What follows belongs to an exercise in optimizing a design on an open flow for small area, a short achievable clock period and few clock cycles per item; a production flow would make more cautious choices.
The RTL was checked by simulation tests, not by an equivalence proof against the original design.
Power figures rest on the tool's default switching activity, not on a simulated workload.

==> design.v <==
module mult_ctl(
	input reset,              
	input mul_bit_0,          
	input start,
	input clk,
	output logic done,
	output logic [1:0] current_state
);
	logic [5:0] count;        
	logic cnt_ne32;
	assign cnt_ne32 = (count != 6'd32);
	assign done = (current_state == 2'b10) & ~cnt_ne32;
	always_ff @(posedge clk, negedge reset)
		begin
			if(~reset)
				current_state <= 2'b00;
			else
				case(current_state)
					2'b00: current_state <= start ? 2'b01 : 2'b00;      
					2'b01: current_state <= mul_bit_0 ? 2'b11 : 2'b10;  
					2'b11: current_state <= 2'b10;                      
					2'b10: current_state <= cnt_ne32 ? 2'b01 : 2'b00;   
				endcase
		end
	always_ff @(posedge clk, negedge reset)
		begin
			if(~reset)
				count <= 6'd0;
			else if(start || (count > 6'd32))
				count <= 6'd0;
			else if(current_state == 2'b10)
				count <= count + 6'd1;
		end
endmodule
module mult( 
  input  reset,
  input  clk,
  input  [31:0] a_in,
  input  [31:0] b_in,
  input  start,
  output logic [63:0] product,
  output logic done);
  logic [31:0] mult_reg;
  logic [31:0] prod_reg_hi;
  logic [31:0] prod_reg_lo;
  logic        carry;       
  logic [1:0] state;
  always_ff @(posedge clk, negedge reset)
	begin
		if(~reset)
			product <= 0;
		else	
			product <= {prod_reg_hi[31:0], prod_reg_lo[31:0]};
	end
  always_ff @(posedge clk, negedge reset)
	begin
		if(~reset)
			mult_reg <= 0;
		else	
			mult_reg <=a_in;
	end
  always_ff @ (posedge clk, negedge reset)
	begin
		if(~reset)
			{carry, prod_reg_hi} <= 0;
		else if (start)
			{carry, prod_reg_hi} <= 0;
		else if (state == 2'b11) 
			{carry, prod_reg_hi} <= {1'b0, prod_reg_hi} + {1'b0, mult_reg};
		else if(state == 2'b10) 
			{carry, prod_reg_hi} <= {1'b0, carry, prod_reg_hi[31:1]};
		else
			{carry, prod_reg_hi} <= {carry, prod_reg_hi};
	end
	always_ff @(posedge clk, negedge reset)
		begin
			if(~reset)
				prod_reg_lo <= 0;
			else if(start)
				prod_reg_lo <= b_in;
			else if(state == 2'b10) 
				prod_reg_lo <= {prod_reg_hi[0],prod_reg_lo[31:1]};
			else
				prod_reg_lo <= prod_reg_lo;
		end
mult_ctl mul(
	.reset(reset),
	.mul_bit_0(prod_reg_lo[0]),
	.start(start),
	.clk(clk),
	.done(done),
	.current_state(state)
);
endmodule
==> run.sh <==
#!/bin/bash
# synth_recipe.tcl (not shown) runs the flow's synth.tcl, then flattens the netlist and writes it again
# the make line also repeats each setting of config.mk as NAME=value (left out here)
make -C /OpenROAD-flow-scripts/flow DESIGN_CONFIG=/design/flow/config.mk WORK_HOME=/design/flow/orfs CLKGATE_MAP_FILE= SYNTH_SCRIPT=/design/flow/synth_recipe.tcl finish
==> config.mk <==
export PLATFORM = sky130hd
export DESIGN_NAME = mult
export DESIGN_NICKNAME = mult
export VERILOG_FILES = /design/flow/design.v
export SDC_FILE = /design/flow/constraint.sdc
export NUM_CORES = 4
export LEC_CHECK = 0
export CAP_MARGIN = 20
export CORE_MARGIN = 2
export CORE_UTILIZATION = 40
export PLACE_DENSITY = 0.6
export SLEW_MARGIN = 20
==> constraint.sdc <==
create_clock -name core_clock -period 3.5 [get_ports {clk}]
set_input_delay 0.7000 -clock core_clock [delete_from_list [all_inputs] [get_ports {clk}]]
set_output_delay 0.7000 -clock core_clock [all_outputs]
set_load 0.01 [all_outputs]
==> metrics.yaml <==
drtIter0Drc: 430
post_cts_resized: 0
ys_seq_elements: 169
synthFlopType: "dfrtp_1"
post-synth-top-count-cell: "dfrtp_1"
layout-area-overhead-vs-synth_pct: 29.8
diodes: 0
required_ns: 3.83
ff_latch_area_sq_mm: 0.00423
finalMaxSlewViolations: 0
die-width_um: 140
rsz0062_at_grt: "no"
power_per_cell_area_mw_per_mm2: 874
p_leak_uw: 0.00441
syn_area_sq_mm: 0.00742
drive_above_1_share: 0.0638
dp_hpwl_um: 12400
status: "finished clean"
grtUsageTotal: 0.186
clk_latency_ns: 0.43
yosys_warnings: 2
worst_ep_arrival_time_ns: 3.29
start_kind: "flip-flop"
numCtsBuffers: 17
top_register: "product"
antenna_found_initial: 0
fin_crit_sh: 0.845
clock_skew_ns: 0.0120
final_cell_area_sq_mm: 0.00964
reg2reg_depth: 10
cts_root_buf: "clkbuf_16"
grt_pass1_wl_um: 29200
wirelength_um: 17700
hold_path.class: "in -> async"
slew_headroom: 0.546
synth_top_area_frac: 0.570
period_needed_ns: 2.96
grt_overflow_total: 0
ant_nets: 0
hold_viol: 0
synthTopCellsByArea: "dfrtp_1, mux2i_1, ha_1"
die_h_um: 140
crit_path_end_kind: "flip-flop"
yosysTopAreaCell: "dfrtp_1"
async_flop_share: 1.00
wire_per_inst_um: 17.2
synthCells: 661
critPathLaunch: "prod_reg_hi[0]"
floorplan.initialDensity: 0.411
io_pins: 132
clkSlewWorstSetupHoldPaths_ns: 0.06
largest_register_ffs: 64
clockBufferDepth: 2
maxCapViolations: 0
ys_types: 55
via_per_inst: 5.36
coreArea_sq_mm: 0.0181
multi_input_area_sq_mm: 0.00304
cts_tree: "built"
finalSetupViolCount: 0
grt_max_degree: 108
fin_ws_ns: 0.543
pre_cts_ws_ns: 0.575
num_rows: 49
worst_pin_slew_ns: 0.680
hold_buffers: 0
fillerInstances: 1557
rr_startpoint: "prod_reg_hi[0]"
die_area_sq_mm: 0.0197
ys_top_cells_by_count: "dfrtp_1, nand2_1, o21ai_0"
cts.sinks: 169
ir_drop_v: 0.000445
drtPass1Iterations: 6
cts_setup_buffers: 0
fmax_ghz: 0.338
cts_max_level: 4
cp_max_fo: 5
seq_area_frac_synth: 0.570
placed_area_sq_mm: 0.00898
finalSetupTns_ns: 0
critPathKind: "reg -> reg"
num_vias: 5512
port_buffers: 131
synth_edf_count: 0
fin_nets: 889
drc: 0
syn_nets: 763
synth.avg_cell_area_sq_um: 11.2
grt_pass1_vias: 5686
place.gp.congestion: 0.905
==> placed cells by master (no fill, tap or decap), drive strengths merged, types with 4 or more instances in the layout <==
cell,n
o21ai,55
clkdlybuf4s50,129
a211oi,22
o22ai,11
o221ai,4
nor3,7
ha,34
xnor2,17
clkbuf,21
xor2,14
dfrtp,169
a31oi,4
a21oi,45
a22oi,4
nor2,51
nand4,7
inv,10
a21o,15
o21a,5
buf,10
nand2,70
mux2i,48
bufinv,5
==> per-layer routing <==
layer | share of wire | global-route usage
met1 | 0.47 | 0.256
met2 | 0.46 | 0.298
met3 | 0.054 | 0.0427
met4 | 0.012 | 0.0510
met5 | 0 | 0
==> final timing paths <==
kind                              endpoint  slack [ns]
setup / recovery           prod_reg_hi[22]        0.54
setup reg to reg           prod_reg_hi[22]        0.54
min in group core_clock         product[8]        0.39
hold / removal              prod_reg_lo[4]         0.1
max in group asynchronous     mult_reg[24]        2.59
hold reg to reg                 product[8]        0.39
==> cells by family (layout without fill, tap and decap cells) <==
group                      Yosys count  in the layout  synth area share
DFF                                169            169             0.570
xor gates and xnor gates            31             31            0.0366
buffers and inverters               41            179            0.0217
adders and majority gates           35             35            0.0600
and+or+nand+nor                    152            152            0.0881
muxes                               48             48            0.0647
AOI/OAI and AO/OA                  185            185             0.159
==> report_power, final <==
group,internal (uW),switching (uW),leakage (uW)
clock network,1320,757,0.000317
logic,1590,1860,0.00197
registers,2490,403,0.00212
total,5400,3020,0.00441
==> area by class of cell <==
type | instances | area share
clock buffers | 21 | 0.0488
flip-flops and latches | 169 | 0.439
well taps | 229 | 0.0297
inverters | 9 | 0.00350
repair buffers | 139 | 0.144
multi-input cells | 451 | 0.315
clock inverters | 10 | 0.0197
==> through the flow <==
step | instances | hold slack [ns] | util | total power [uW]
3_3_place_gp | 997 | 0.384 | 0.496 | 6310
4_1_cts | 1028 | 0.0818 | 0.533 | 8470
2_1_floorplan | 661 | 0.373 | - | 5070
3_5_place_dp | 997 | 0.382 | 0.496 | 6350
5_1_grt | 1028 | 0.0815 | 0.533 | 8980
6_report | 1028 | 0.0959 | 0.533 | 8420
==> worst max-delay path, cell delays in order, from the launching register on <==
cell and delay, ns:
dfrtp_1 0.41, ha_1 0.23, fa_1 0.43, a211oi_1 0.35, o21ai_1 0.15, a21oi_2 0.31, o21ai_0 0.28, a21oi_1 0.29
xnor2_1 0.15, a21oi_1 0.08, nor3_1 0.20
Testbench counts, summed over its fixed seeds: cycles 196,588, items 2,400.

-- afterwards: timing with drivers on the ports --
The flow's constraints put no driver on any port. The routed layout listed below was extracted and timed again, unchanged, in two steps. Step 1 assumes that a clkbuf_16 drives the clock port and a buf_2 every other input. Step 2 also shifts input and output timing later by t, the mid clock arrival at the registers, as if the neighbouring blocks saw the same clock. a / b / c = ideal ports / drivers / drivers and shift; a / b = the first two.
t (ns): 0.463
setup WS [ns]: 0.543 / 0.543 / 0.543
hold slack, ns: 0.096 / 0.092 / 0.393
worst setup path after step 2: register to register
cell pins on the clock port's net: 1
After both steps this run still meets setup and hold. For this run, drivers alone change the setup slack by 0.000 ns; drivers and shift together by 0.000 ns.
